Context: an optimization exercise on an open-source flow, tuned for small area, a short achievable clock period and few clock cycles. The choices shown serve that exercise and are no tape-out recipe.
Only simulation tests tie the RTL to the original design; equivalence was not proved.

### flow/design.v
module LASER (
input CLK,
input RST,
input [3:0] X,
input [3:0] Y,
output reg [3:0] C1X,
output reg [3:0] C1Y,
output reg [3:0] C2X,
output reg [3:0] C2Y,
output reg DONE);
reg [3:0] c1x, c1y, c2x, c2y;
reg done_i;
localparam NR = 38;            
localparam OP_NONE = 2'd0, OP_CAND = 2'd1, OP_REF = 2'd2, OP_INIT = 2'd3;
function [3:0] dm;
    input [3:0] a;
    input [3:0] q;
    reg k1, k2, k3;
    begin
        dm[0] = a[0] ^ q[0];
        k1 = a[0] & q[0];
        dm[1] = a[1] ^ q[1] ^ k1;
        k2 = (a[1] & q[1]) | (k1 & (a[1] ^ q[1]));
        dm[2] = a[2] ^ q[2] ^ k2;
        k3 = (a[2] & q[2]) | (k2 & (a[2] ^ q[2]));
        dm[3] = a[3] ^ q[3] ^ k3;
    end
endfunction
function [5:0] cside;
    input [3:0] c;
    cside = {c + 4'd1, c[3] & c[2], ~c[3] & ~c[2]};
endfunction
function cov;
    input [5:0] sx, sy;
    input [7:0] q;
    reg [3:0] dx, dy;
    reg fx, fy, t;
    begin
        fx = (sx[1] & q[7] & q[6]) | (sx[0] & ~q[7] & ~q[6]);
        fy = (sy[1] & q[3] & q[2]) | (sy[0] & ~q[3] & ~q[2]);
        dx = dm(sx[5:2], q[7:4]);
        dy = dm(sy[5:2], q[3:0]);
        case ({dx, dy})
            8'h00, 8'h01, 8'h02, 8'h03, 8'h04, 8'h0c, 8'h0d, 8'h0e, 8'h0f,
            8'h10, 8'h11, 8'h12, 8'h13, 8'h1d, 8'h1e, 8'h1f,
            8'h20, 8'h21, 8'h22, 8'h23, 8'h2d, 8'h2e, 8'h2f,
            8'h30, 8'h31, 8'h32, 8'h3e, 8'h3f,
            8'h40,
            8'hc0,
            8'hd0, 8'hd1, 8'hd2, 8'hde, 8'hdf,
            8'he0, 8'he1, 8'he2, 8'he3, 8'hed, 8'hee, 8'hef,
            8'hf0, 8'hf1, 8'hf2, 8'hf3, 8'hfd, 8'hfe, 8'hff: t = 1'b1;
            default: t = 1'b0;
        endcase
        cov = t & ~fx & ~fy;
    end
endfunction
function [7:0] mv;
    input [3:0] x, y;
    input circ;
    input [1:0] d;
    input [2:0] s;
    begin
        case (d)
            2'd0: mv = {x + {1'b0, s}, y};
            2'd1: mv = {x - {1'b0, s}, y};
            2'd2: mv = {x, circ ? y - {1'b0, s} : y + {1'b0, s}};
            default: mv = {x, circ ? y + {1'b0, s} : y - {1'b0, s}};
        endcase
    end
endfunction
function [1:0] fa;
    input a, b, c;
    fa = {(a & b) | (a & c) | (b & c), a ^ b ^ c};
endfunction
function [3:0] pc13;
    input [12:0] b;
    reg [1:0] a1, a2, a3, a4, b1, b2, c1, c2, d1, e1;
    begin
        a1 = fa(b[0], b[1], b[2]);
        a2 = fa(b[3], b[4], b[5]);
        a3 = fa(b[6], b[7], b[8]);
        a4 = fa(b[9], b[10], b[11]);
        b1 = fa(a1[0], a2[0], a3[0]);
        b2 = fa(a4[0], b[12], b1[0]);           
        c1 = fa(a1[1], a2[1], a3[1]);
        c2 = fa(a4[1], b1[1], b2[1]);
        d1 = fa(c1[0], c2[0], 1'b0);             
        e1 = fa(c1[1], c2[1], d1[1]);            
        pc13 = {e1[1], e1[0], d1[0], b2[0]};
    end
endfunction
function [2:0] pc7;
    input [6:0] b;
    reg [1:0] s1, s2, s3, s4;
    begin
        s1 = fa(b[0], b[1], b[2]);
        s2 = fa(b[3], b[4], b[5]);
        s3 = fa(s1[0], s2[0], b[6]);
        s4 = fa(s1[1], s2[1], s3[1]);
        pc7 = {s4[1], s4[0], s3[0]};
    end
endfunction
reg inph;
reg [5:0] cnt;
reg [3:0] xr, yr;
reg ldr, p0r, p1r, lastr;
reg [3:0] qxr, qyr;           
reg [5:0] rxr, ryr;           
reg [7:0] p1q;
reg [7:0] ring [0:NR-1];
integer j;
always @(posedge CLK or posedge RST) begin
    if (RST) begin
        inph <= 1'b1; cnt <= 6'd0;
        ldr <= 1'b0; p0r <= 1'b0; p1r <= 1'b0; lastr <= 1'b0;
    end else begin
        if (done_i) begin
            inph <= 1'b1; cnt <= 6'd0;
        end else if (inph) begin
            cnt <= cnt + 6'd1;
            if (cnt == 6'd39) inph <= 1'b0;
        end
        ldr <= inph;
        p0r <= inph && cnt == 6'd0;
        p1r <= inph && cnt == 6'd1;
        lastr <= inph && cnt == 6'd39;
    end
end
always @(posedge CLK) begin
    DONE <= done_n;
    done_i <= done_n;
    C1X <= c1x; C1Y <= c1y; C2X <= c2x; C2Y <= c2y;
    xr <= X; yr <= Y;
    if (ldr) begin
        qxr <= qxn; rxr <= rxn;
        qyr <= qyn; ryr <= ryn;
    end
    if (p1r) p1q <= ~{xr, yr};
    ring[0] <= ldr ? ~{xr, yr} : ring[NR-1];
    for (j = 1; j < NR; j = j + 1) ring[j] <= ring[j-1];
end
wire [5:0] tx_ = (p0r ? 6'd0 : rxr) + {2'd0, xr};
wire [5:0] ty_ = (p0r ? 6'd0 : ryr) + {2'd0, yr};
wire ovx = tx_ >= 6'd40;
wire ovy = ty_ >= 6'd40;
wire [3:0] qxn = (p0r ? 4'd0 : qxr) + {3'd0, ovx};
wire [3:0] qyn = (p0r ? 4'd0 : qyr) + {3'd0, ovy};
wire [5:0] rxn = ovx ? tx_ - 6'd40 : tx_;
wire [5:0] ryn = ovy ? ty_ - 6'd40 : ty_;
wire [3:0] qx = qxn;
wire [3:0] qy = qyn;
reg srch, stopped;
reg circle, ch, acc;
reg [1:0] d;
reg [2:0] I;
reg [5:0] maxc;
reg [1:0] op0, op1, op2;
reg [5:0] sx0, sy0, tx0, ty0;    
reg [6:0] mt0, mt1, mt2;         
reg [NR:0] u1;                   
reg [3:0] g2 [0:2];              
reg [NR-1:0] m1, m2;             
reg m1p, m2p;                    
wire [2:0] s_main = ch ? 3'd1 : I;
wire [3:0] movx = circle ? c1x : c2x;
wire [3:0] movy = circle ? c1y : c2y;
wire [7:0] ic = mv(movx, movy, circle, d, s_main);
wire [7:0] ip = mv(movx, movy, circle, d, I);
wire [5:0] nmax = ~maxc;
wire [5:0] count = {2'd0, g2[0]} + {2'd0, g2[1]} + {2'd0, g2[2]};
wire [3:0] cs_s, cs_c;
wire [5:0] ct_s, ct_c;
genvar h;
generate
    for (h = 0; h < 4; h = h + 1) begin : CSA1
        assign {cs_c[h], cs_s[h]} = fa(g2[0][h], g2[1][h], g2[2][h]);
    end
    for (h = 0; h < 6; h = h + 1) begin : CSA2
        wire a_ = (h < 4) ? cs_s[h] : 1'b0;
        wire b_ = (h >= 1 && h <= 4) ? cs_c[h-1] : 1'b0;
        assign {ct_c[h], ct_s[h]} = fa(a_, b_, nmax[h]);
    end
endgenerate
wire [6:0] cg, cp;
assign cg[0] = 1'b0; assign cp[0] = ct_s[0];
generate
    for (h = 1; h < 6; h = h + 1) begin : GP
        assign cg[h] = ct_s[h] & ct_c[h-1];
        assign cp[h] = ct_s[h] | ct_c[h-1];
    end
endgenerate
wire c6 = cg[5] | (cp[5] & (cg[4] | (cp[4] & (cg[3] | (cp[3] & (cg[2] | (cp[2] & cg[1])))))));
wire accept = (op2 == OP_CAND) && (ct_c[5] ^ c6);
wire kc = mt2[6];
wire [1:0] kd = mt2[5:4];
wire [2:0] kI = mt2[3:1];
wire kch = mt2[0];
wire [3:0] kmx = kc ? c1x : c2x;
wire [3:0] kmy = kc ? c1y : c2y;
wire [7:0] kcand = mv(kmx, kmy, kc, kd, kch ? 3'd1 : kI);
wire cent = lastr;
wire done_n = srch && stopped && op0 == OP_NONE && op1 == OP_NONE &&
              (op2 == OP_NONE || (op2 == OP_CAND && !accept));
always @(posedge CLK or posedge RST) begin
    if (RST) begin
        srch <= 1'b0; op0 <= OP_NONE; op1 <= OP_NONE; op2 <= OP_NONE;
    end else begin
        if (done_n) srch <= 1'b0;
        else if (cent) srch <= 1'b1;
        op2 <= accept ? OP_NONE : op1;
        op1 <= (accept || op0 == OP_REF) ? OP_NONE : op0;
        if (accept) op0 <= OP_REF;
        else if (cent) op0 <= OP_INIT;
        else if (srch && !stopped) op0 <= OP_CAND;
        else op0 <= OP_NONE;
    end
end
wire [NR-1:0] fm = mt0[6] ? m2 : m1;
wire fmp = mt0[6] ? m2p : m1p;
wire init0 = (op0 == OP_INIT);
wire wr1 = (op0 == OP_REF && mt0[6]) || init0;
wire wr2 = (op0 == OP_REF && !mt0[6]) || init0;
wire [NR-1:0] chk;
wire chkp = cov(tx0, ty0, p1q);
genvar g;
generate
    for (g = 0; g < NR; g = g + 1) begin : CK
        assign chk[g] = cov(sx0, sy0, ring[g]);
    end
endgenerate
always @(posedge CLK) begin
    if (accept) begin
        sx0 <= cside(kcand[7:4]); sy0 <= cside(kcand[3:0]);
        tx0 <= cside(kcand[7:4]); ty0 <= cside(kcand[3:0]);
        mt0 <= {kc, 6'd0};
        if (kc) begin c1x <= kcand[7:4]; c1y <= kcand[3:0]; end
        else    begin c2x <= kcand[7:4]; c2y <= kcand[3:0]; end
        maxc <= count;
        stopped <= 1'b0;
        ch <= 1'b1;
        if (kd == 2'd3) begin
            circle <= ~kc; d <= 2'd0; I <= 3'd1; acc <= 1'b0;
        end else begin
            circle <= kc; d <= kd + 2'd1; I <= kch ? 3'd1 : kI; acc <= 1'b1;
        end
    end else if (cent) begin
        c1x <= qx; c1y <= qy; c2x <= qx; c2y <= qy;
        sx0 <= cside(qx); sy0 <= cside(qy); tx0 <= cside(qx); ty0 <= cside(qy);
        mt0 <= 7'd0;
        stopped <= 1'b0; circle <= 1'b0; d <= 2'd0; I <= 3'd1; ch <= 1'b0; acc <= 1'b0;
    end else begin
        if (op2 == OP_INIT) begin
            maxc <= count;
            ch <= count != 6'd0;
        end
        if (srch && !stopped) begin
            sx0 <= cside(ic[7:4]); sy0 <= cside(ic[3:0]);
            tx0 <= cside(ip[7:4]); ty0 <= cside(ip[3:0]);
            mt0 <= {circle, d, I, ch};
            if (d == 2'd3) begin
                circle <= ~circle; d <= 2'd0;
                if (!ch && I == 3'd7) stopped <= 1'b1;
                I <= ch ? 3'd1 : I + 3'd1;
                ch <= acc; acc <= 1'b0;
            end else begin
                d <= d + 2'd1;
                if (ch) I <= 3'd1;
            end
        end
    end
    for (j = 0; j < NR; j = j + 1)
        u1[j] <= chk[j] | (fm[j] & ~init0);
    u1[NR] <= chkp | (fmp & ~init0);
    mt1 <= mt0;
    for (j = 0; j < NR; j = j + 1) begin
        m1[j] <= wr1 ? chk[(j+NR-1)%NR] : m1[(j+NR-1)%NR];
        m2[j] <= wr2 ? chk[(j+NR-1)%NR] : m2[(j+NR-1)%NR];
    end
    if (wr1) m1p <= chkp;
    if (wr2) m2p <= chkp;
    g2[0] <= pc13(u1[12:0]);
    g2[1] <= pc13(u1[25:13]);
    g2[2] <= pc13(u1[38:26]);
    mt2 <= mt1;
end
endmodule
### flow/flow/run.sh
#!/bin/bash
# The standard layout, with two changes to how it is made:
#  - port buffers of a regular buffer cell (buf_4) instead of the delay cell
#    that buffer_ports picks by default;
#  - repair_timing asked for more setup margin than the 12 ns clock needs,
#    so that it also works on paths that already meet 12 ns.
set -euo pipefail
bash standard.sh finish "BUFFER_PORTS_ARGS=-buffer_cell sky130_fd_sc_hd__buf_4" SETUP_SLACK_MARGIN=8.7 CTS_CLUSTER_SIZE=28 CTS_CLUSTER_DIAMETER=70 > standard_flow.log 2>&1
### flow/standard.sh
#!/bin/bash
# synth_recipe.tcl (not shown) runs the flow's synth.tcl, then flattens the netlist and writes it again
# the make line also repeats each setting of config.mk as NAME=value (left out here)
make -C /OpenROAD-flow-scripts/flow DESIGN_CONFIG=/design/flow/config.mk WORK_HOME=/design/flow/orfs CLKGATE_MAP_FILE= SYNTH_SCRIPT=/design/flow/synth_recipe.tcl "${@:-finish}"
### flow/config.mk
export PLATFORM = sky130hd
export DESIGN_NAME = LASER
export DESIGN_NICKNAME = LASER
export VERILOG_FILES = /design/flow/design.v
export SDC_FILE = /design/flow/constraint.sdc
export NUM_CORES = 4
export LEC_CHECK = 0
export CAP_MARGIN = 20
export CORE_MARGIN = 2
export CORE_UTILIZATION = 40
export SLEW_MARGIN = 20
### flow/constraint.sdc
create_clock -name core_clock -period 12.0 [get_ports {CLK}]
set_input_delay 2.4000 -clock core_clock [delete_from_list [all_inputs] [get_ports {CLK}]]
set_output_delay 2.4000 -clock core_clock [all_outputs]
set_load 0.01 [all_outputs]
==> results of run 1 <==
cell usage after synthesis (23+ instances only):
cell	count	area share, %
nor2_1	172	2.1
mux2i_1	95	3.0
nand2_1	220	2.6
o31ai_1	24	0.57
a21oi_1	99	1.6
nand3_1	75	1.2
a32oi_1	55	1.5
dfxtp_1	478	30
edfxtp_1	84	8.0
o22ai_1	29	0.58
clkbuf_1	54	0.65
nor3_1	23	0.37
xnor2_1	105	2.9
a31oi_1	30	0.60
xor2_1	62	1.7
fa_1	202	13
ha_1	150	6.0
nor3b_1	32	0.77
nor2b_1	53	1.1
nand2b_1	83	1.7
o21ai_0	195	3.1
inv_1	415	5.0
final cells by class:
type	instances	area [µm²]
clock buffer	43	1011
clock inverter	26	360.3
fill	7220	40900
inverter	415	1577
multi-input combinational	2045	18080
sequential	580	12570
tap	1040	1301
timing repair buffer	178	1785
timing repair inverter	1	7.507
layer usage:
metal,GRT usage [%],vias to the layer above,share of wire [%]
met5,0,-,0
met4,5.237,0,1.9
met3,2.753,86,4.9
met2,29.02,523,46
met1,25.59,10790,47
li1,-,10890,-
cells by family (layout without fill, tap and decap cells):
family | Yosys count | in the layout | synth area share (%)
muxes | 114 | 114 | 3.712
adders and majority gates | 360 | 360 | 19.12
DFF | 580 | 580 | 39.97
buffers and inverters | 490 | 663 | 6.072
AOI/OAI and AO/OA | 602 | 602 | 12.42
and+or+nand+nor | 780 | 781 | 12.48
xor gates and xnor gates | 188 | 188 | 6.227
per-stage QoR:
stage	utilization (%)	setup slack, ns	cells
after floorplan	-	8.287	3114
after global placement	42.56	7.998	4128
after detailed placement	42.56	7.969	4128
after CTS	45.21	8.492	4243
after global routing	47.29	8.462	4328
final	47.29	8.524	4328
registers in the layout, summed over array words and instances, names as in the netlist, 6 cells and up:
name  flops
sy0       6
maxc      6
mt2       7
mt0       7
ring    304
sx0       6
u1       39
g2       12
ty0       6
rxr       6
m1       38
mt1       7
cnt       6
ryr       6
tx0       6
p1q       8
m2       38
worst max path at each step:
stage	to	slack [ns]	depth (start not counted)
2_1_floorplan	m2[34]	8.29	10
3_3_place_gp	tx0[5]	8.00	16
3_5_place_dp	sx0[5]	7.97	16
4_1_cts	DONE	8.49	1
5_1_grt	m2[24]	8.46	14
6_report	DONE	8.52	1
repair_timing:
action,4_1_cts,5_1_grt
setup buffers,42,82
cloned,4,3
gates resized for setup,79,213
endpoints found under the hold margin,0,0
pin swaps,11,97
endpoints found under the setup margin,226,169
==> run summary, run 1 <==
Status: finished clean
Reg2Reg Setup Slack: 8.63 ns
Wire length per cell: 17.73 µm
Area growth, synth to finish: 16.92%
Num ports: 27
Die X-Extent: 284.1 µm
EDFF count, synth: 84
Pin count of the biggest net entering global routing: 76
Total of max-cap violations: 0
Setup crit start: DONE
Vias in the first global route: 21180
Max Fclk: 287.7 MHz
Number of synthesized register bits: 580
Reg2Reg Depth: 14
Worst r2r dst: m1[24]
Min Tclk post-route: 3.476 ns
Worst path max stage delay: 0.37 ns
CTS Buffer Depth: 3
Setup CP Type: flip-flop to output port
Commonest non-fill, non-tap cell in the layout: dfxtp_1
Crit Reg-Reg Startpoint: sy0[2]
Worst-Margin Slew: 1.085 ns
Mapped Cells: 3114
Leading cell types in the layout, fill and taps excluded: dfxtp_1 (461), inv_1 (404), nand2_1 (217), nor2_1 (164), ha_1 (135)
WHS: 0.3316 ns
Initial antenna violation count: 1
Post-Syn Area: 31380 µm²
Final Max Tran Viols: 0
Yosys warns: 3
Critical path's slowest cell: dfxtp_4
Critical Path AT: 1.08 ns
Cells along the critical path: buf_6
Post-DP HPWL: 49290 µm
Std-Cell Rows: 102
Final WL: 76750 µm
Req. time, crit path: 9.60 ns
Post-route cell area: 36690 µm²
Total core area: 77590 µm²
DRT Pass-1 Iters: 6
First DRT Iteration DRCs: 1643
GPL Wtd Cong: 0.8374
Grt ovf: 0
Ant. Diodes: 0
Share of cells above drive strength 1: 16.30%
FFs w/ async S/R, synth: 3.103%
Hold path depth: 0
Crit path buffers/inverters: 1
Die height: 284.1 µm
Initial Utilization: 40.45%
# DRC: 0
Hold Crit Endpoint: mt2[2]
Vias post-DR: 22290
Synthesized Nets: 3476
Antenna Violating Nets Remaining: 0
CP Capture Type: output port
TritonCTS clock tree: built
Class of the worst hold path: flip-flop to flip-flop
Final setup TNS: 0 ns
Final setup vio count: 0
CTS Sinks: 580
Vias per cell: 5.150
Post-synthesis sequential area ratio: 39.97%
Dominant synthesized flop cell: dfxtp_1
Worst setup SP type: flip-flop
TritonCTS buffer count: 38
Crit path max fanout: 2
Htree depth: 2
Final Hold Vio Count: 0
Normalized max-slew margin: 26.98%
CTS Hold Buffers Added: 0
Cell variety after synth: 82
Total Routing Usage GR: 18.19%
Final period util: 28.97%
Clk slew on worst S/H paths: 0.08 ns
Syn avg cell area: 10.08 µm²
CP delay by family, top: flip-flops
Cell Area, Placed: 33030 µm²
First-pass GRT wire length: 117300 µm
IO buf count: 26
Clock Skew: 0.02321 ns
Root Buffer: clkbuf_16
Clk latency of the worst-skew pair: 0.60 ns
Die ar.: 80720 µm²
RSZ-0062 raised after global routing: true
Hold Path Origin: mt1[2]
Total Nets Final: 3621
Testbench counts, summed over its fixed seeds: cycles 44,462.
==> inputs of run 2 (changes only) <==
--- a/flow/flow/run.sh
+++ b/flow/flow/run.sh
@@ -7,2 +7,2 @@
 set -euo pipefail
-bash standard.sh finish "BUFFER_PORTS_ARGS=-buffer_cell sky130_fd_sc_hd__buf_4" SETUP_SLACK_MARGIN=8.7 CTS_CLUSTER_SIZE=28 CTS_CLUSTER_DIAMETER=70 > standard_flow.log 2>&1
+bash standard.sh finish "BUFFER_PORTS_ARGS=-buffer_cell sky130_fd_sc_hd__buf_4" SETUP_SLACK_MARGIN=8.7 ABC_AREA=1 CTS_CLUSTER_SIZE=28 CTS_CLUSTER_DIAMETER=70 > standard_flow.log 2>&1
==> run 2 against run 1 <==
- critical endpoint unchanged
- still clean on timing, DRC and antenna
- final cell count grew 22%
- global-route usage grew 1.2 points
- critical path type unchanged
==> run summary, run 2 <==
Die ar.: 85660 µm²
Share of cells above drive strength 1: 7.263%
Total Routing Usage GR: 19.40%
Final period util: 28.61%
Final non-filler cell total: 5283
Pin count of the biggest net entering global routing: 46
CP delay by family, top: flip-flops
Area leader, netlist: dfxtp_1
Root Buffer: clkbuf_16
First-pass GRT wire length: 133100 µm
Leading cell types in the layout, fill and taps excluded: nand2_1 (957), inv_1 (698), dfxtp_1 (461), nand3_1 (340), nor2_1 (301)
Commonest non-fill, non-tap cell in the layout: nand2_1
Class of the worst hold path: flip-flop to flip-flop
Grt peak-use layer: met2
Final setup margin: 8.567 ns
Vias post-DR: 25850
Crit path buffers/inverters: 1
Most frequent cell after synthesis: nand2_1
Biggest register: ring
Normalized max-slew margin: 23.62%
Antenna Violating Nets Remaining: 0
Final WL: 83030 µm
Post-synthesis sequential area ratio: 37.63%
Initial antenna violation count: 1
Top flop regs: ring: 304 flops, u1: 39 flops
EDFF count, synth: 84
Num ports: 27
Place WS: 8.159 ns
Final setup TNS: 0 ns
Ant. Diodes: 0
FFs w/ async S/R, synth: 3.103%
Syn avg cell area: 8.067 µm²
Final Max Tran Viols: 0
Setup crit start: DONE
TritonCTS clock tree: built
GR Util met2: 31.89%
Htree depth: 2
TritonCTS buffer count: 40
Fillers: 8052
Worst setup SP type: flip-flop
Hold Path Origin: mt1[3]
Total of max-cap violations: 0
Clk slew on worst S/H paths: 0.09 ns
CTS Hold Buffers Added: 0
Area growth, synth to finish: 10.87%
Die X-Extent: 292.7 µm
Critical path's slowest cell: dfxtp_2
# DRC: 0
RSZ-0062 raised after global routing: true
Final Hold Vio Count: 0
Post-Syn Area: 33330 µm²
Post-synth top cells: nand2_1 (963), inv_1 (710), dfxtp_1 (478)
Largest cells by area after synthesis: dfxtp_1 (29%), fa_1 (12%), nand2_1 (11%)
First DRT Iteration DRCs: 1718
Status: finished clean
Post-DP HPWL: 57390 µm
Max reg flops: 304
Yosys warns: 3
Req. time, crit path: 9.60 ns
Critical Path AT: 1.03 ns
Vias per cell: 4.892
Mapped Cells: 4132
Number of synthesized register bits: 580
IO buf count: 26
Crit Reg-Reg Startpoint: u1[32]
Dominant synthesized flop cell: dfxtp_1
Max Fclk: 291.3 MHz
Total Nets Final: 4543
Final core utilization: 44.94%
Initial Utilization: 40.53%
DRT Pass-1 Iters: 7
CTS Sinks: 580
Clock Skew: 0.05379 ns
Synthesized Nets: 4494
Yosys top cell area share: 28.71%
Die height: 292.7 µm
GPL Wtd Cong: 0.8824
Worst path max stage delay: 0.34 ns
Crit path max fanout: 2
Setup CP Type: flip-flop to output port
Dpl cells: 5178
Cell variety after synth: 54
Vias in the first global route: 24830
Worst-Margin Slew: 1.146 ns
Min Tclk post-route: 3.433 ns
Reg area: 12570 µm²
Cells along the critical path: buf_6
Std-Cell Rows: 105
Clk latency of the worst-skew pair: 0.62 ns
Grt ovf: 0
Multi-input logic area: 17990 µm²
CTS Buffer Depth: 3
Wire length per cell: 15.72 µm
Met3 usage: 2.011%
CP Capture Type: output port
Total core area: 82240 µm²
Final setup vio count: 0
Met1 global-route usage: 27.35%
run 2: stage by stage:
stage,cell area (µm²),hold slack [ns]
after global routing,36960,0.3431
after CTS,36490,0.3323
final,36960,0.3303
after floorplan,33390,0.3096
after detailed placement,34740,0.3121
after global placement,34740,0.3106
run 2: final cells by class:
cell class / instances / area share, %
Multi-Input combinational cell: 2760 / 48.67
Timing Repair Buffer: 84 / 2.299
Clock inverter: 28 / 1.121
Clock buffer: 46 / 2.938
Sequential cell: 580 / 34.00
Tap cell: 1070 / 3.622
Inverter: 714 / 7.329
Timing Repair inverter: 1 / 0.02031
run 2: logic make-up (layout without fill, tap and decap cells):
| group | count (synthesis) | after routing | synth area share (%) |
|---|---|---|---|
| buf+inv | 792 | 873 | 9.316 |
| fa+ha+maj | 352 | 352 | 17.76 |
| xor+xnor | 159 | 159 | 4.414 |
| simple gates | 1807 | 1807 | 23.08 |
| flops | 580 | 580 | 37.63 |
| compound gates | 442 | 442 | 7.800 |
run 2: per-layer routing:
metal | vias up | share of wire (%)
met5 | - | 0
li1 | 13190 | -
met3 | 107 | 3.9
met1 | 12080 | 48
met4 | 0 | 2.2
met2 | 470 | 46
run 2: path summary, 6_finish.rpt:
| kind | end | slack [ns] | cells past startpoint |
|---|---|---|---|
| worst max-delay path | DONE | 8.57 | 1 |
| worst min-delay path | mt2[3] | 0.33 | 0 |
| worst max register to register | g2[2][2] | 8.83 | 8 |
| worst min register to register | mt2[3] | 0.33 | 0 |
| max in group asynchronous | p0r | 9.47 | 2 |
| min in group asynchronous | cnt[4] | 1.97 | 2 |
run 2: worst reg2reg max path, stage by stage, from the launching register on:
cell and delay [ns]:
dfxtp_1 0.34, fa_1 0.54, inv_1 0.08, fa_1 0.52
fa_1 0.39, inv_1 0.08, fa_1 0.39, ha_2 0.20
fa_1 0.49
run 2: repair_timing:
item / CTS / global route
setup buffers: 8 / 18
pin swaps: 2 / 19
cloned: 1 / 4
endpoints found under the setup margin: 213 / 174
resized for setup: 56 / 66
==> inputs of run 3 (changes only) <==
--- a/flow/flow/run.sh
+++ b/flow/flow/run.sh
@@ -7,2 +7,2 @@
 set -euo pipefail
-bash standard.sh finish "BUFFER_PORTS_ARGS=-buffer_cell sky130_fd_sc_hd__buf_4" SETUP_SLACK_MARGIN=8.7 ABC_AREA=1 CTS_CLUSTER_SIZE=28 CTS_CLUSTER_DIAMETER=70 > standard_flow.log 2>&1
+bash standard.sh finish "BUFFER_PORTS_ARGS=-buffer_cell sky130_fd_sc_hd__buf_4" SETUP_SLACK_MARGIN=8.7 CTS_CLUSTER_SIZE=32 CTS_CLUSTER_DIAMETER=90 CTS_BUF_DISTANCE=300 > standard_flow.log 2>&1
==> run 3 against run 2 <==
- register-to-register slack got worse by 0.27 ns
- final cell count is 18% lower
- count of clock-buffer cells in the layout down 13
- non-clock buffer count increased by 114
- via count decreased by 14%
- sequential share of layout area decreased by 0.082 points
- core utilization grew 2.8 points
- global-route usage is 1.4 points lower
==> run summary, run 3 <==
Status: finished clean
RSZ-0062 raised after global routing: true
Critical path's slowest cell: dfxtp_4
CTS Buffer Depth: 3
Num ports: 27
Worst-Margin Slew: 1.053 ns
Grt ovf: 0
Post-DP HPWL: 49290 µm
Area leader, netlist: dfxtp_1
Root Buffer: clkbuf_16
CP Capture Type: output port
Yosys warns: 3
Final non-filler cell total: 4334
Final setup TNS: 0 ns
Final core utilization: 47.77%
Top flop regs: ring: 304 flops, u1: 39 flops
Most frequent cell after synthesis: dfxtp_1
Clock Skew: 0.04216 ns
Place WS: 7.969 ns
Biggest register: ring
Worst path max stage delay: 0.38 ns
Std-Cell Rows: 102
Worst setup SP type: flip-flop
Dpl cells: 4128
CP delay by family, top: flip-flops
Req. time, crit path: 9.60 ns
Max reg flops: 304
Final setup vio count: 0
Final Hold Vio Count: 0
Vias per cell: 5.139
FFs w/ async S/R, synth: 3.103%
TritonCTS clock tree: built
Share of cells above drive strength 1: 18.70%
Normalized max-slew margin: 29.14%
Initial antenna violation count: 1
Clk slew on worst S/H paths: 0.12 ns
Post-Syn Area: 31380 µm²
Total Nets Final: 3634
Yosys top cell area share: 30.49%
Max Fclk: 283.0 MHz
Post-synthesis sequential area ratio: 39.97%
Critical Path AT: 1.13 ns
Vias in the first global route: 21070
Htree depth: 1
Total core area: 77590 µm²
Initial Utilization: 40.45%
Total Routing Usage GR: 17.99%
Commonest non-fill, non-tap cell in the layout: dfxtp_1
Cells along the critical path: buf_6
Min Tclk post-route: 3.534 ns
Largest cells by area after synthesis: dfxtp_1 (30%), fa_1 (13%), edfxtp_1 (8.0%)
Synthesized Nets: 3476
Fillers: 7195
Crit path max fanout: 2
Area growth, synth to finish: 18.12%
Die ar.: 80720 µm²
CTS Sinks: 580
Final setup margin: 8.466 ns
First DRT Iteration DRCs: 1564
Mapped Cells: 3114
First-pass GRT wire length: 116700 µm
WHS: 0.3370 ns
Ant. Diodes: 0
Clk latency of the worst-skew pair: 0.63 ns
Number of synthesized register bits: 580
IO buf count: 26
Post-route cell area: 37070 µm²
Dominant synthesized flop cell: dfxtp_1
Final Max Tran Viols: 0
Die height: 284.1 µm
Cell variety after synth: 82
TritonCTS buffer count: 29
Pin count of the biggest net entering global routing: 76
# DRC: 0
Class of the worst hold path: flip-flop to flip-flop
Total of max-cap violations: 0
Final WL: 77340 µm
DRT Pass-1 Iters: 5
Crit path buffers/inverters: 1
Vias post-DR: 22270
Syn avg cell area: 10.08 µm²
Leading cell types in the layout, fill and taps excluded: dfxtp_1 (461), inv_1 (394), nand2_1 (218), nor2_1 (161), buf_4 (129)
Die X-Extent: 284.1 µm
Final period util: 29.45%
Post-synth top cells: dfxtp_1 (478), inv_1 (415), nand2_1 (220)
GPL Wtd Cong: 0.8374
EDFF count, synth: 84
Wire length per cell: 17.84 µm
Cell Area, Placed: 33030 µm²
Setup CP Type: flip-flop to output port
Antenna Violating Nets Remaining: 0
## run 3: changes by cell type after synthesis, sizes merged, moves of 28 or more
cell    previous run  this run
a311oi            32         4
nor3b              2        32
a32oi              0        55
nor2b              0        53
nor2             309       174
nand2            965       220
nand2b             1        83
nand3            355        75
a21oi             68        99
o21ai            238       198
nor3              79        24
inv              713       415
mux2i              0        95
## run 3: logic make-up after synthesis
group | after synthesis | share of synthesized area (%)
AO/OA/AOI/OAI | 602 | 12.42
XOR/XNOR | 188 | 6.227
adder cells (fa/ha/maj) | 360 | 19.12
buffers and inverters | 490 | 6.072
flip-flops | 580 | 39.97
multiplexers | 114 | 3.712
AND/OR/NAND/NOR | 780 | 12.48
## run 3: per-layer routing
layer  up-vias  track usage, %  routed length (µm)
met1     10820           25.67               36060
li1      10890               -                   -
met3        77           2.247                3639
met4         0           4.500                1489
met5         -               0                   0
met2       492           28.94               36150
## run 3: what timing repair did
action                                  in CTS  in global routing
pin swaps                                   26                142
hold buffers                                 0                  0
setup buffers                               41                 96
endpoints found under the setup margin     226                171
gates resized for setup                     92                317
gates cloned                                 4                 12
## run 3: path summary, 6_finish.rpt
path,slack [ns],depth (start not counted),start,end
worst max-delay path,8.47,1,DONE,DONE
max in group asynchronous,9.50,2,RST,p0r
worst min register to register,0.34,0,mt1[2],mt2[2]
worst min-delay path,0.34,0,mt1[2],mt2[2]
min in group asynchronous,1.91,2,RST,srch
worst max register to register,8.56,14,sy0[2],m1[7]
## run 3: layout make-up
type                            instances  area [µm²]  area share (%)
Clock buffer                           33       793.3           2.140
Timing Repair inverter                  3       22.52         0.06075
Timing Repair Buffer                  198        2042           5.508
Inverter                              415        1577           4.253
Multi-Input combinational cell       2045       18460           49.79
Clock inverter                         20       305.3          0.8235
Sequential cell                       580       12570           33.92
Tap cell                             1040        1301           3.510
==> inputs of run 4 (changes only) <==
--- a/flow/flow/run.sh
+++ b/flow/flow/run.sh
@@ -7,2 +7,2 @@
 set -euo pipefail
-bash standard.sh finish "BUFFER_PORTS_ARGS=-buffer_cell sky130_fd_sc_hd__buf_4" SETUP_SLACK_MARGIN=8.7 CTS_CLUSTER_SIZE=32 CTS_CLUSTER_DIAMETER=90 CTS_BUF_DISTANCE=300 > standard_flow.log 2>&1
+bash standard.sh finish "BUFFER_PORTS_ARGS=-buffer_cell sky130_fd_sc_hd__buf_4" SETUP_SLACK_MARGIN=8.7 CTS_CLUSTER_SIZE=22 CTS_CLUSTER_DIAMETER=60 > standard_flow.log 2>&1
==> run 4 against run 3 <==
- critical path type unchanged
- highest routed layer unchanged
- flip-flop and latch count did not move
- sequential share of layout area fell by 0.17 points
- final area rose by 0.50%
- first-iteration DRC count increased by 0.90%
- synthesized cell count unchanged
- final cell count up 0.28%
==> run summary, run 4 <==
Antenna Violating Nets Remaining: 0
CTS Hold Buffers Added: 0
Critical path's slowest cell: dfxtp_4
Final Max Tran Viols: 0
Total of max-cap violations: 0
Wire length per cell: 17.79 µm
Clk latency of the worst-skew pair: 0.63 ns
WHS: 0.3302 ns
Die X-Extent: 284.1 µm
Grt ovf: 0
Crit path max fanout: 2
Final Hold Vio Count: 0
Yosys top cell area share: 30.49%
Top flop regs: ring: 304 flops, u1: 39 flops
Leading cell types in the layout, fill and taps excluded: dfxtp_1 (462), inv_1 (399), nand2_1 (218), nor2_1 (165), ha_1 (132)
Die height: 284.1 µm
Dominant synthesized flop cell: dfxtp_1
CTS Sinks: 580
Vias post-DR: 22330
Root Buffer: clkbuf_16
Mapped Cells: 3114
RSZ-0062 raised after global routing: true
Cells along the critical path: buf_6
Total Routing Usage GR: 18.37%
Area leader, netlist: dfxtp_1
Biggest register: ring
Class of the worst hold path: flip-flop to flip-flop
Num ports: 27
Crit path buffers/inverters: 1
Final core utilization: 48.01%
Number of synthesized register bits: 580
Most frequent cell after synthesis: dfxtp_1
Area growth, synth to finish: 18.71%
GPL Wtd Cong: 0.8374
Post-DP HPWL: 49290 µm
Pin count of the biggest net entering global routing: 76
First-pass GRT wire length: 118500 µm
Std-Cell Rows: 102
Synthesized Nets: 3476
Share of cells above drive strength 1: 17.33%
Setup CP Type: flip-flop to output port
IO buf count: 26
Initial Utilization: 40.45%
Ant. Diodes: 0
Final setup TNS: 0 ns
Worst path max stage delay: 0.37 ns
Clk slew on worst S/H paths: 0.08 ns
Req. time, crit path: 9.60 ns
Vias in the first global route: 21450
Final period util: 29.26%
Post-route cell area: 37250 µm²
Max reg flops: 304
Initial antenna violation count: 1
Htree depth: 2
Die ar.: 80720 µm²
Normalized max-slew margin: 27.49%
Largest cells by area after synthesis: dfxtp_1 (30%), fa_1 (13%), edfxtp_1 (8.0%)
Critical Path AT: 1.11 ns
Worst setup SP type: flip-flop
Yosys warns: 3
Post-Syn Area: 31380 µm²
Commonest non-fill, non-tap cell in the layout: dfxtp_1
CP Capture Type: output port
Worst-Margin Slew: 1.078 ns
TritonCTS clock tree: built
Post-synthesis sequential area ratio: 39.97%
Status: finished clean
Cell Area, Placed: 33030 µm²
CTS Buffer Depth: 3
Crit Reg-Reg Startpoint: p0r
Syn avg cell area: 10.08 µm²
Total Nets Final: 3629
Reg2Reg Setup Slack: 8.67 ns
EDFF count, synth: 84
Final setup vio count: 0
Min Tclk post-route: 3.511 ns
# DRC: 0
Cell variety after synth: 82
DRT Pass-1 Iters: 5
Max Fclk: 284.8 MHz
Total core area: 77590 µm²
CP delay by family, top: flip-flops
Vias per cell: 5.137
Hold Path Origin: mt1[2]
Final WL: 77300 µm
FFs w/ async S/R, synth: 3.103%
Setup crit start: DONE
TritonCTS buffer count: 49
First DRT Iteration DRCs: 1578
Post-synth top cells: dfxtp_1 (478), inv_1 (415), nand2_1 (220)
Clock Skew: 0.03861 ns
run 4: cell count changes in the layout (fill, tap and decap cells not counted), sizes merged:
cell,previous run,this run
clkinvlp,8,7
buf,189,167
clkbuf,41,61
clkinv,8,14
inv,422,427
bufinv,0,4
run 4: through the flow:
step	cells	worst slack [ns]
floorplan	3114	8.287
detailed placement	4128	7.969
CTS	4268	8.449
global placement	4128	7.998
global route	4346	8.455
finish	4346	8.489
run 4: final timing paths:
kind,to,cells after the start
setup / recovery,DONE,1
hold / removal,mt2[2],0
setup reg to reg,tx0[5],17
hold reg to reg,mt2[2],0
max in group asynchronous,p0r,2
min in group asynchronous,op1[0],2
run 4: worst register-to-register path, stage by stage, from the launching register on:
cell,delay (ns)
dfrtp_4,0.54
buf_12,0.15
nor2b_4,0.12
ha_4,0.14
a21o_1,0.11
a21o_1,0.16
a21oi_2,0.08
or3_4,0.34
a21oi_2,0.16
nor2b_4,0.18
ha_4,0.16
nand3_2,0.07
xor2_1,0.17
nor2_2,0.16
xor2_1,0.16
nor2_1,0.08
a22oi_2,0.20
o21ai_1,0.09
run 4: area by class of cell:
cell class | instances | area (µm²)
clock buffers | 55 | 1301
clock inverters | 35 | 554.3
fillers | 7178 | 40340
inverters | 415 | 1577
multi-input cells | 2045 | 18180
flip-flops and latches | 580 | 12570
well taps | 1040 | 1301
repair buffers | 174 | 1754
repair inverters | 2 | 15.01
run 4: per-layer routing:
| metal | global-route usage [%] | routed length [µm] | up-vias |
|---|---|---|---|
| met2 | 29.37 | 35520 | 496 |
| met1 | 25.87 | 36320 | 10810 |
| met4 | 5.579 | 1795 | 0 |
| li1 | - | - | 10920 |
| met5 | 0 | 0 | - |
| met3 | 2.496 | 3663 | 103 |
run 4: cell families after synthesis:
| logic type | count (synthesis) | synth area share (%) |
|---|---|---|
| xor+xnor | 188 | 6.227 |
| simple gates | 780 | 12.48 |
| flops | 580 | 39.97 |
| compound gates | 602 | 12.42 |
| mux | 114 | 3.712 |
| buf+inv | 490 | 6.072 |
| fa+ha+maj | 360 | 19.12 |
run 4: repair_timing:
| action | in CTS | in global routing |
|---|---|---|
| endpoints found under the setup margin | 225 | 173 |
| cloned | 3 | 7 |
| resized for setup | 89 | 230 |
| pin swaps | 13 | 125 |
| setup buffers | 47 | 71 |
==> inputs of run 5 (changes only) <==
--- a/flow/design.v
+++ b/flow/design.v
@@ -256,6 +256,6 @@
         end
+        sx0 <= cside(ic[7:4]); sy0 <= cside(ic[3:0]);
+        tx0 <= cside(ip[7:4]); ty0 <= cside(ip[3:0]);
+        mt0 <= {circle, d, I, ch};
         if (srch && !stopped) begin
-            sx0 <= cside(ic[7:4]); sy0 <= cside(ic[3:0]);
-            tx0 <= cside(ip[7:4]); ty0 <= cside(ip[3:0]);
-            mt0 <= {circle, d, I, ch};
             if (d == 2'd3) begin
--- a/flow/flow/run.sh
+++ b/flow/flow/run.sh
@@ -7,2 +7,2 @@
 set -euo pipefail
-bash standard.sh finish "BUFFER_PORTS_ARGS=-buffer_cell sky130_fd_sc_hd__buf_4" SETUP_SLACK_MARGIN=8.7 CTS_CLUSTER_SIZE=22 CTS_CLUSTER_DIAMETER=60 > standard_flow.log 2>&1
+bash standard.sh finish "BUFFER_PORTS_ARGS=-buffer_cell sky130_fd_sc_hd__buf_4" SETUP_SLACK_MARGIN=8.55 CTS_CLUSTER_SIZE=28 CTS_CLUSTER_DIAMETER=70 > standard_flow.log 2>&1
==> run 5 against run 4 <==
- hold slack improved by 0.0016 ns
- critical path depth unchanged
- still clean on timing, DRC and antenna
- die area decreased by 1.5%
- critical endpoint unchanged
- largest cell class unchanged
- clock skew decreased by 0.014 ns
- sequential share of layout area increased by 2.2 points
- setup slack improved by 0.034 ns
- register-to-register slack improved by 0.04 ns
==> run summary, run 5 <==
Htree depth: 2
First DRT Iteration DRCs: 1359
Yosys top cell area share: 32.58%
Post-synthesis sequential area ratio: 39.77%
Req. time, crit path: 9.60 ns
First-pass GRT wire length: 113200 µm
Fillers: 7137
CP delay by family, top: flip-flops
Max reg flops: 304
Final setup vio count: 0
Initial Utilization: 40.56%
Crit path buffers/inverters: 1
Ant. Diodes: 0
Normalized max-slew margin: 41.32%
Clock Skew: 0.02433 ns
Area growth, synth to finish: 11.12%
Worst path max stage delay: 0.36 ns
Status: finished clean
Hold Crit Endpoint: mt2[1]
Final Hold Vio Count: 0
Std-Cell Rows: 101
Final WL: 70580 µm
Cell variety after synth: 79
WHS: 0.3318 ns
Commonest non-fill, non-tap cell in the layout: dfxtp_1
Total core area: 76200 µm²
TritonCTS buffer count: 39
CP Capture Type: output port
Cells along the critical path: buf_6
Share of cells above drive strength 1: 9.351%
Syn avg cell area: 10.04 µm²
Final setup TNS: 0 ns
Crit path max fanout: 2
Vias post-DR: 21300
CTS Sinks: 580
Hold path depth: 0
Vias per cell: 5.103
Class of the worst hold path: flip-flop to flip-flop
Final Max Tran Viols: 0
Yosys warns: 3
Clk latency of the worst-skew pair: 0.60 ns
Dominant synthesized flop cell: dfxtp_1
Post-Syn Area: 30910 µm²
Largest cells by area after synthesis: dfxtp_1 (33%), fa_1 (13%), ha_1 (6.1%)
Critical path's slowest cell: dfxtp_4
FFs w/ async S/R, synth: 3.103%
Crit Reg-Reg Startpoint: g2[0][2]
Grt ovf: 0
Reg area: 12340 µm²
Initial antenna violation count: 1
Pin count of the biggest net entering global routing: 74
Most frequent cell after synthesis: dfxtp_1
RSZ-0062 raised after global routing: true
Leading cell types in the layout, fill and taps excluded: dfxtp_1 (475), inv_1 (402), nand2_1 (210), nor2_1 (164), fa_1 (162)
Number of synthesized register bits: 580
GPL Wtd Cong: 0.8386
TritonCTS clock tree: built
Wire length per cell: 16.91 µm
Total of max-cap violations: 0
Min Tclk post-route: 3.477 ns
Antenna Violating Nets Remaining: 0
Post-DP HPWL: 47660 µm
Reg2Reg Setup Slack: 8.71 ns
Reg2Reg Depth: 12
Die height: 282.0 µm
DRT Pass-1 Iters: 5
Biggest register: ring
Clk slew on worst S/H paths: 0.09 ns
Worst r2r dst: tx0[2]
Area leader, netlist: dfxtp_1
Vias in the first global route: 20710
Setup CP Type: flip-flop to output port
Multi-input logic area: 17100 µm²
Die ar.: 79510 µm²
Critical Path AT: 1.08 ns
EDFF count, synth: 59
Max Fclk: 287.6 MHz
Total Routing Usage GR: 18.00%
Total Nets Final: 3476
Num ports: 27
Mapped Cells: 3077
Root Buffer: clkbuf_16
Final period util: 28.98%
CTS Hold Buffers Added: 0
# DRC: 0
Top flop regs: ring: 304 flops, u1: 39 flops
Die X-Extent: 282.0 µm
Post-synth top cells: dfxtp_1 (503), inv_1 (407), nand2_1 (211)
CTS Buffer Depth: 3
Worst-Margin Slew: 0.8802 ns
Worst setup SP type: flip-flop
IO buf count: 26
Synthesized Nets: 3439
Hold Path Origin: mt1[1]
[run 5: cell count changes after synthesis, sizes merged, moves of 9 or more]
cell and delta:
a31oi +20, nor3 +9, a32oi -16, dfxtp +25
nand2b -13, a21oi +14, edfxtp -25, o21ai -23
nor3b +13, xor2 -9, nand3 +17, nand2 -9
[run 5: area by class of cell]
type	instances	share of cell area, %
repair buffers	68	1.832
inverters	408	4.514
well taps	1030	3.752
flip-flops and latches	580	35.93
multi-input cells	2016	49.79
repair inverters	1	0.02186
clock buffers	42	2.936
clock inverters	29	1.231
[run 5: per-layer routing]
metal	part of all wire, %	vias to the layer above	GRT usage [%]
li1	-	10550	-
met2	46	380	29.18
met3	4.1	82	2.105
met4	1.9	0	4.555
met5	0	-	0
met1	48	10290	25.53
[run 5: how the worst max path moves through the flow]
| stage | startpoint | to | slack, ns | cells after the start |
|---|---|---|---|---|
| 6_report | DONE | DONE | 8.52 | 1 |
| 3_5_place_dp | p0r | tx0[5] | 8.20 | 15 |
| 2_1_floorplan | sy0[4] | m2[27] | 8.21 | 9 |
| 5_1_grt | DONE | DONE | 8.49 | 1 |
| 4_1_cts | g2[0][2] | c2y[0] | 8.45 | 10 |
| 3_3_place_gp | g2[0][2] | c2x[0] | 8.22 | 10 |
[run 5: stage by stage]
| step | area (µm²) | utilization, % | std cells | setup WS (ns) |
|---|---|---|---|---|
| after global routing | 34350 | 45.07 | 4174 | 8.486 |
| after global placement | 32450 | 42.58 | 4082 | 8.219 |
| final | 34350 | 45.07 | 4174 | 8.523 |
| after CTS | 34050 | 44.69 | 4159 | 8.447 |
| after floorplan | 31090 | - | 3077 | 8.214 |
| after detailed placement | 32450 | 42.58 | 4082 | 8.197 |
[run 5: repair_timing]
| item | in CTS | in global routing |
|---|---|---|
| pin swaps | 1 | 9 |
| endpoints found under the hold margin | 0 | 0 |
| setup endpoints to repair | 143 | 153 |
| setup buffers | 5 | 13 |
| gates cloned | 1 | 2 |
| resized for setup | 44 | 48 |
[run 5: cell families (layout without fill, tap and decap cells)]
group	count (synthesis)	in the layout	synth area share, %
AOI/OAI and AO/OA	588	588	12.14
and+or+nand+nor	782	782	12.73
DFF	580	580	39.77
muxes	111	111	3.708
adders and majority gates	357	357	19.32
buffers and inverters	481	548	6.036
xor gates and xnor gates	178	178	6.295
Testbench counts of run 5, summed over its fixed seeds: cycles 44,462.
==> inputs of run 6 (changes only) <==
--- a/flow/flow/run.sh
+++ b/flow/flow/run.sh
@@ -7,2 +7,2 @@
 set -euo pipefail
-bash standard.sh finish "BUFFER_PORTS_ARGS=-buffer_cell sky130_fd_sc_hd__buf_4" SETUP_SLACK_MARGIN=8.55 CTS_CLUSTER_SIZE=28 CTS_CLUSTER_DIAMETER=70 > standard_flow.log 2>&1
+bash standard.sh finish "BUFFER_PORTS_ARGS=-buffer_cell sky130_fd_sc_hd__buf_4" SETUP_SLACK_MARGIN=8.9 CTS_CLUSTER_SIZE=28 CTS_CLUSTER_DIAMETER=70 > standard_flow.log 2>&1
==> run 6 against run 5 <==
- count of clock-buffer cells in the layout stayed put
- die area stayed put
- clock skew is 0.023 ns higher
- synthesized area stayed put
- sequential share of layout area is 3.5 points lower
- setup slack worse by 0.021 ns
- still clean
==> run summary, run 6 <==
Status: finished clean
Post-DP HPWL: 47770 µm
Place WS: 8.087 ns
Final Hold Vio Count: 0
CTS Hold Buffers Added: 0
Antenna Violating Nets Remaining: 0
Biggest register: ring
Normalized max-slew margin: 29.61%
CTS Buffer Depth: 3
Critical path's slowest cell: dfxtp_4
Final period util: 29.15%
Critical Path AT: 1.10 ns
Max Fclk: 285.9 MHz
TritonCTS clock tree: built
Die height: 282.0 µm
Yosys top cell area share: 32.58%
Worst-Margin Slew: 1.056 ns
TritonCTS buffer count: 40
Mapped Cells: 3077
CP delay by family, top: flip-flops
Die X-Extent: 282.0 µm
CTS Sinks: 580
Vias per cell: 5.173
Ant. Diodes: 0
Fillers: 6792
Total of max-cap violations: 0
Num ports: 27
FFs w/ async S/R, synth: 3.103%
Critical path depth: 1
Clk latency of the worst-skew pair: 0.63 ns
Final WL: 78430 µm
Vias post-DR: 22430
First DRT Iteration DRCs: 1339
CP Capture Type: output port
Share of cells above drive strength 1: 25.14%
# DRC: 0
Total Nets Final: 3637
Class of the worst hold path: flip-flop to flip-flop
Htree depth: 2
Setup crit start: DONE
Max reg flops: 304
Cells along the critical path: buf_6
Crit path buffers/inverters: 1
Final setup margin: 8.502 ns
Final Max Tran Viols: 0
EDFF count, synth: 59
RSZ-0062 raised after global routing: true
Clock Skew: 0.04712 ns
Most frequent cell after synthesis: dfxtp_1
WHS: 0.3246 ns
Min Tclk post-route: 3.498 ns
Grt ovf: 0
Reg2Reg Setup Slack: 8.73 ns
Area growth, synth to finish: 23.32%
Commonest non-fill, non-tap cell in the layout: dfxtp_1
Root Buffer: clkbuf_16
Std-Cell Rows: 101
Post-route cell area: 38120 µm²
Final setup TNS: 0 ns
Final setup vio count: 0
Post-synth top cells: dfxtp_1 (503), inv_1 (407), nand2_1 (211)
Reg2Reg Depth: 15
Setup CP Type: flip-flop to output port
Total core area: 76200 µm²
Initial Utilization: 40.56%
Cell variety after synth: 79
Pin count of the biggest net entering global routing: 74
Crit Reg-Reg Startpoint: sx0[2]
Synthesized Nets: 3439
Area leader, netlist: dfxtp_1
DRT Pass-1 Iters: 5
Capture point of the critical path: DONE
Wire length per cell: 18.09 µm
First-pass GRT wire length: 119100 µm
Initial antenna violation count: 1
Dominant synthesized flop cell: dfxtp_1
Cell Area, Placed: 32620 µm²
Total Routing Usage GR: 19.11%
Number of synthesized register bits: 580
Leading cell types in the layout, fill and taps excluded: dfxtp_1 (470), inv_1 (362), nand2_1 (193), nor2_1 (149), buf_4 (128)
Syn avg cell area: 10.04 µm²
Req. time, crit path: 9.60 ns
Die ar.: 79510 µm²
IO buf count: 26
Largest cells by area after synthesis: dfxtp_1 (33%), fa_1 (13%), ha_1 (6.1%)
Crit path max fanout: 2
Worst r2r dst: m1[34]
Post-synthesis sequential area ratio: 39.77%
Post-Syn Area: 30910 µm²
Yosys warns: 3
Worst path max stage delay: 0.36 ns
Worst setup SP type: flip-flop
GPL Wtd Cong: 0.8350
Vias in the first global route: 21470
Clk slew on worst S/H paths: 0.10 ns
Top flop regs: ring: 304 flops, u1: 39 flops
## run 6: cell counts after synthesis
No cell type changed its count.
## run 6: stage by stage
stage | util, % | cells
after floorplan | - | 3077
after global placement | 42.81 | 4079
after detailed placement | 42.81 | 4079
after CTS | 46.96 | 4243
after global routing | 50.02 | 4336
final | 50.02 | 4336
## run 6: cell families (layout without fill, tap and decap cells)
logic type	count (synthesis)	count (layout)	synth area share, %
XOR/XNOR	178	178	6.295
buffers and inverters	481	708	6.036
multiplexers	111	111	3.708
AND/OR/NAND/NOR	782	784	12.73
flip-flops	580	580	39.77
adder cells (fa/ha/maj)	357	357	19.32
AO/OA/AOI/OAI	588	588	12.14
## run 6: worst min-delay path by stage
stage	startpoint	end	slack (ns)	cells after the start
floorplan	mt0[0]	mt1[0]	0.31	0
global placement	mt1[4]	mt2[4]	0.31	0
detailed placement	mt0[1]	mt1[1]	0.31	0
CTS	mt0[5]	mt1[5]	0.33	0
global route	mt0[1]	mt1[1]	0.34	0
finish	mt0[5]	mt1[5]	0.32	0
## run 6: final cells by class
type | count | area, µm² | share of cell area [%]
clock buffer | 42 | 1018 | 2.672
clock inverter | 31 | 455.4 | 1.195
inverter | 408 | 1553 | 4.074
multi-input combinational | 2018 | 19070 | 50.04
sequential | 580 | 12350 | 32.40
tap | 1030 | 1289 | 3.381
timing repair buffer | 226 | 2372 | 6.224
timing repair inverter | 1 | 7.507 | 0.01970
## run 6: repair_timing
action | in CTS | in global routing
cloned | 7 | 4
setup buffers | 84 | 89
endpoints found under the setup margin | 231 | 199
gates resized for setup | 228 | 383
pin swaps | 104 | 261
## run 6: layer usage
metal	vias to the layer above	GRT usage [%]	part of all wire (%)
met5	-	0	0
met4	0	5.715	2.6
met3	133	2.776	4.5
met2	512	31.19	47
met1	10900	26.24	46
li1	10880	-	-
==> inputs of run 7 (changes only) <==
--- a/flow/flow/run.sh
+++ b/flow/flow/run.sh
@@ -7,2 +7,2 @@
 set -euo pipefail
-bash standard.sh finish "BUFFER_PORTS_ARGS=-buffer_cell sky130_fd_sc_hd__buf_4" SETUP_SLACK_MARGIN=8.9 CTS_CLUSTER_SIZE=28 CTS_CLUSTER_DIAMETER=70 > standard_flow.log 2>&1
+bash standard.sh finish "BUFFER_PORTS_ARGS=-buffer_cell sky130_fd_sc_hd__buf_4" SETUP_SLACK_MARGIN=8.7 CTS_CLUSTER_SIZE=28 CTS_CLUSTER_DIAMETER=70 > standard_flow.log 2>&1
==> run 7 against run 6 <==
- first-iteration DRC count is 2.9% higher
- maximum frequency is 1.1% higher
- clock skew is 0.016 ns lower
- sequential share of layout area is 2.9 points higher
- hold slack better by 0.0032 ns
- die area stayed put
==> run summary, run 7 <==
Status: finished clean
Fillers: 7144
# DRC: 0
Post-route cell area: 34990 µm²
Yosys top cell area share: 32.58%
Clock Skew: 0.03152 ns
First DRT Iteration DRCs: 1378
Dominant synthesized flop cell: dfxtp_1
Mapped Cells: 3077
Root Buffer: clkbuf_16
Vias in the first global route: 20820
Die X-Extent: 282.0 µm
Critical path depth: 1
Initial antenna violation count: 0
Post-Syn Area: 30910 µm²
TritonCTS buffer count: 38
Max reg flops: 304
Final setup vio count: 0
Antenna Violating Nets Remaining: 0
Post-DP HPWL: 47300 µm
Total Routing Usage GR: 17.76%
Top flop regs: ring: 304 flops, u1: 39 flops
Die ar.: 79510 µm²
Syn avg cell area: 10.04 µm²
CP delay by family, top: flip-flops
Leading cell types in the layout, fill and taps excluded: dfxtp_1 (476), inv_1 (399), nand2_1 (211), nor2_1 (162), ha_1 (146)
Most frequent cell after synthesis: dfxtp_1
Num ports: 27
Crit path buffers/inverters: 1
Total Nets Final: 3523
Synthesized Nets: 3439
Final WL: 71990 µm
Final period util: 28.83%
Final Max Tran Viols: 0
Crit path max fanout: 2
Clk latency of the worst-skew pair: 0.59 ns
Largest cells by area after synthesis: dfxtp_1 (33%), fa_1 (13%), ha_1 (6.1%)
Cells along the critical path: buf_6
Worst-Margin Slew: 0.9815 ns
Reg2Reg Depth: 13
Setup crit start: DONE
Htree depth: 2
Min Tclk post-route: 3.460 ns
Critical path's slowest cell: dfxtp_4
Normalized max-slew margin: 34.57%
Final Hold Vio Count: 0
Critical Path AT: 1.06 ns
Hold Path Origin: mt1[4]
Vias per cell: 5.125
Total of max-cap violations: 0
Yosys warns: 3
CP Capture Type: output port
Commonest non-fill, non-tap cell in the layout: dfxtp_1
Worst setup SP type: flip-flop
Class of the worst hold path: flip-flop to flip-flop
Wire length per cell: 17.05 µm
EDFF count, synth: 59
Worst path max stage delay: 0.36 ns
Std-Cell Rows: 101
Req. time, crit path: 9.60 ns
Vias post-DR: 21630
Die height: 282.0 µm
Cell variety after synth: 79
Biggest register: ring
Initial Utilization: 40.56%
Post-synth top cells: dfxtp_1 (503), inv_1 (407), nand2_1 (211)
IO buf count: 26
Total core area: 76200 µm²
Cell Area, Placed: 32510 µm²
DRT Pass-1 Iters: 5
Post-synthesis sequential area ratio: 39.77%
Share of cells above drive strength 1: 12.54%
FFs w/ async S/R, synth: 3.103%
Grt ovf: 0
Hold path depth: 0
Area leader, netlist: dfxtp_1
CTS Buffer Depth: 3
First-pass GRT wire length: 112600 µm
Number of synthesized register bits: 580
Max Fclk: 289.0 MHz
Area growth, synth to finish: 13.20%
RSZ-0062 raised after global routing: true
TritonCTS clock tree: built
Final setup TNS: 0 ns
Pin count of the biggest net entering global routing: 74
CTS Sinks: 580
Clk slew on worst S/H paths: 0.08 ns
Setup CP Type: flip-flop to output port
GPL Wtd Cong: 0.8373
Crit Reg-Reg Startpoint: sx0[2]
==> run 7: what timing repair did <==
| item | 4_1_cts | 5_1_grt |
|---|---|---|
| gates cloned | 2 | 8 |
| endpoints found under the hold margin | 0 | 0 |
| setup buffers | 19 | 42 |
| endpoints found under the setup margin | 206 | 92 |
| hold buffers | 0 | 0 |
| pin swaps | 10 | 32 |
| resized for setup | 75 | 73 |
==> run 7: logic make-up (layout without fill, tap and decap cells) <==
group / after synthesis / in the layout / synth area share, %
flip-flops: 580 / 580 / 39.77
XOR/XNOR: 178 / 178 / 6.295
other: 0 / 1 / 0
AO/OA/AOI/OAI: 588 / 588 / 12.14
AND/OR/NAND/NOR: 782 / 783 / 12.73
buffers and inverters: 481 / 593 / 6.036
multiplexers: 111 / 111 / 3.708
adder cells (fa/ha/maj): 357 / 357 / 19.32
==> run 7: per-layer routing <==
metal  part of all wire (%)  GRT usage [%]  vias to the layer above
met4                    2.2          3.532                        0
met5                      0              0                        -
met3                    4.1          2.130                       91
met2                     45          29.14                      409
met1                     48          25.22                    10500
li1                       -              -                    10630
==> run 7: worst paths after layout <==
check,to,slack [ns]
setup / recovery,DONE,8.54
hold / removal,mt2[4],0.33
setup reg to reg,m1[23],8.77
hold reg to reg,mt2[4],0.33
max in group asynchronous,p0r,9.42
min in group asynchronous,cnt[5],1.97
==> run 7: final cells by class <==
type	count	area (µm²)	area share [%]
tap	1030	1289	3.683
timing repair buffer	114	1131	3.233
sequential	580	12340	35.26
clock buffer	45	1028	2.940
clock inverter	24	244.0	0.6973
antenna	1	2.502	0.007152
multi-input combinational	2017	17390	49.71
timing repair inverter	2	12.51	0.03576
inverter	408	1550	4.431
==> run 7: per-stage QoR <==
stage / util [%] / setup slack (ns) / cells / hold WS [ns]
final: 45.92 / 8.540 / 4221 / 0.3278
after global routing: 45.91 / 8.511 / 4220 / 0.3360
after CTS: 44.87 / 8.504 / 4170 / 0.3340
after detailed placement: 42.67 / 8.119 / 4080 / 0.3144
after global placement: 42.67 / 8.116 / 4080 / 0.3110
after floorplan: - / 8.332 / 3077 / 0.3096
==> inputs of run 8 (changes only) <==
--- a/flow/design.v
+++ b/flow/design.v
@@ -11,3 +11,2 @@
 reg [3:0] c1x, c1y, c2x, c2y;
-reg done_i;
 localparam NR = 38;            
@@ -117,3 +116,3 @@
     end else begin
-        if (done_i) begin
+        if (!inph && !srch && !lastr) begin    
             inph <= 1'b1; cnt <= 6'd0;
@@ -131,3 +130,2 @@
     DONE <= done_n;
-    done_i <= done_n;
     C1X <= c1x; C1Y <= c1y; C2X <= c2x; C2Y <= c2y;
==> run 8 against run 7 <==
- via count grew 3.6%
- die area grew 2.1%
- largest cell class unchanged
- setup slack improved by 0.044 ns
- sequential share of layout area down 1.2 points
- final cell count increased by 2.4%
- highest routed layer unchanged
- first-iteration DRC count is 1.8% lower
- core utilization increased by 0.11 points
- still clean on timing, DRC and antenna
- flip-flop and latch count stayed put
==> run summary, run 8 <==
Simple logic cell fraction of the synthesized area: 12.89%
Max reg flops: 304
Antenna Violating Nets Remaining: 0
Status: finished clean
Post-DP HPWL: 50340 µm
Die height: 284.9 µm
Max Fclk: 292.8 MHz
Largest family of logic cells by synthesized area: adder cells
Fillers: 7409
Clk slew on worst S/H paths: 0.09 ns
Largest cells by area after synthesis: dfxtp_1 (32%), fa_1 (13%), ha_1 (5.9%)
Pin count of the biggest net entering global routing: 50
Final WL: 76470 µm
Worst-Margin Slew: 0.8743 ns
IO buf count: 26
Final period util: 28.46%
Class of the worst hold path: flip-flop to flip-flop
Most frequent cell after synthesis: dfxtp_1
Setup CP Type: flip-flop to output port
Worst setup SP type: flip-flop
CP Capture Type: output port
Initial antenna violation count: 1
Initial Utilization: 40.16%
Cell variety after synth: 94
Multi-input logic area: 18250 µm²
CP delay by family, top: flip-flops
Dominant synthesized flop cell: dfxtp_1
Cell Area, Placed: 33290 µm²
Leading cell types in the layout, fill and taps excluded: dfxtp_1 (474), inv_1 (413), nand2_1 (189), nor2_1 (186), ha_1 (139)
RSZ-0062 raised after global routing: true
Post-route cell area: 36180 µm²
Die ar.: 81190 µm²
Total Routing Usage GR: 18.16%
Area growth, synth to finish: 14.61%
Post-Syn Area: 31570 µm²
Final Hold Vio Count: 0
Min Tclk post-route: 3.416 ns
Area share of fa/ha/maj cells after synthesis: 19.10%
Syn avg cell area: 10.03 µm²
Yosys warns: 3
Vias in the first global route: 21940
Die X-Extent: 284.9 µm
Crit path max fanout: 1
Final Max Tran Viols: 0
Reg area: 12340 µm²
GPL Wtd Cong: 0.8447
Cells along the critical path: buf_6
[run 8: changes by cell type after synthesis, sizes merged, moves of 8 or more]
cell	delta
nor2	+28
o21ai	+27
a21oi	-24
a32oi	+24
inv	+19
xor2	-18
nand2	-17
a31oi	-14
nand3	-13
a211oi	+12
xnor2	+12
a22oi	-10
nand3b	+10
nor3b	-8
[run 8: repair_timing]
| item | CTS | global route |
|---|---|---|
| hold buffers | 0 | 0 |
| endpoints found under the hold margin | 0 | 0 |
| pin swaps | 14 | 62 |
| endpoints found under the setup margin | 212 | 138 |
| gates resized for setup | 85 | 118 |
| buffers inserted | 40 | 37 |
| cloned | 4 | 6 |
[run 8: cells by family after synthesis]
kind of cell	count (synthesis)
xor+xnor	177
fa+ha+maj	363
flops	580
buf+inv	499
mux	108
compound gates	618
simple gates	801
[run 8: layout make-up]
type                    count  share of cell area [%]
multi-input cells        2067                   50.43
flip-flops and latches    580                   34.11
inverters                 426                   4.471
repair buffers            131                   3.721
well taps                1050                   3.631
clock buffers              41                   2.687
clock inverters            25                  0.8991
repair inverters            2                 0.04150
diodes                      1                0.006916
[run 8: routing by layer]
| layer | track usage (%) | wire (µm) |
|---|---|---|
| met5 | 0 | 0 |
| met4 | 4.437 | 1922 |
| met3 | 2.008 | 2567 |
| met2 | 30.96 | 36540 |
| met1 | 24.69 | 35440 |
[run 8: through the flow]
step	instances	hold slack, ns	setup WS (ns)	utilization, %
2_1_floorplan	3146	0.3096	8.340	-
3_3_place_gp	4169	0.3101	8.036	42.35
3_5_place_dp	4169	0.3132	8.018	42.35
4_1_cts	4279	0.3334	8.556	44.89
5_1_grt	4322	0.3358	8.544	46.02
6_report	4323	0.3310	8.584	46.02
[run 8: final timing paths]
kind / start / end / slack [ns] / cells after the start
worst max-delay path: C2X[1] / C2X[1] / 8.58 / 1
worst min-delay path: mt0[5] / mt1[5] / 0.33 / 0
worst max register to register: g2[0][3] / sy0[2] / 8.66 / 15
worst min register to register: mt0[5] / mt1[5] / 0.33 / 0
max in group asynchronous: RST / p0r / 9.42 / 2
min in group asynchronous: RST / op1[0] / 1.95 / 2
Testbench counts of run 8, summed over its fixed seeds: cycles 44,462.

## re-timing with driven ports
The flow's constraints put no driver on any port. The routed layouts listed below were extracted and timed again, unchanged, in two steps.
Step 1: set_driving_cell puts a clkbuf_16 on CLK and a buf_2 on each other input, an assumption about the parent block.
Step 2 adds t to the input delays and takes it off the output delays; t is the mean of the earliest and latest rising clock arrival at the registers after step 1. Input paths then give back, and output paths get back, about the clock's delay inside the block.
Three values: ideal ports, drivers, drivers and shift; two values: the first two.
run	shift t [ns]	slack for setup (ns)	hold WS [ns]
run 1	0.651	8.524 / 8.462 / 8.628	0.332 / 0.332 / 0.332
run 2	0.662	8.567 / 8.497 / 8.831	0.330 / 0.330 / 0.330
run 3	0.674	8.466 / 8.403 / 8.560	0.337 / 0.337 / 0.337
run 4	0.670	8.489 / 8.427 / 8.667	0.330 / 0.330 / 0.330
run 5	0.654	8.523 / 8.458 / 8.709	0.332 / 0.332 / 0.332
run 6	0.667	8.502 / 8.441 / 8.727	0.325 / 0.325 / 0.325
run 7	0.641	8.540 / 8.474 / 8.768	0.328 / 0.328 / 0.328
run 8	0.649	8.584 / 8.524 / 8.658	0.331 / 0.331 / 0.331
After both steps every run listed still meets setup and hold.
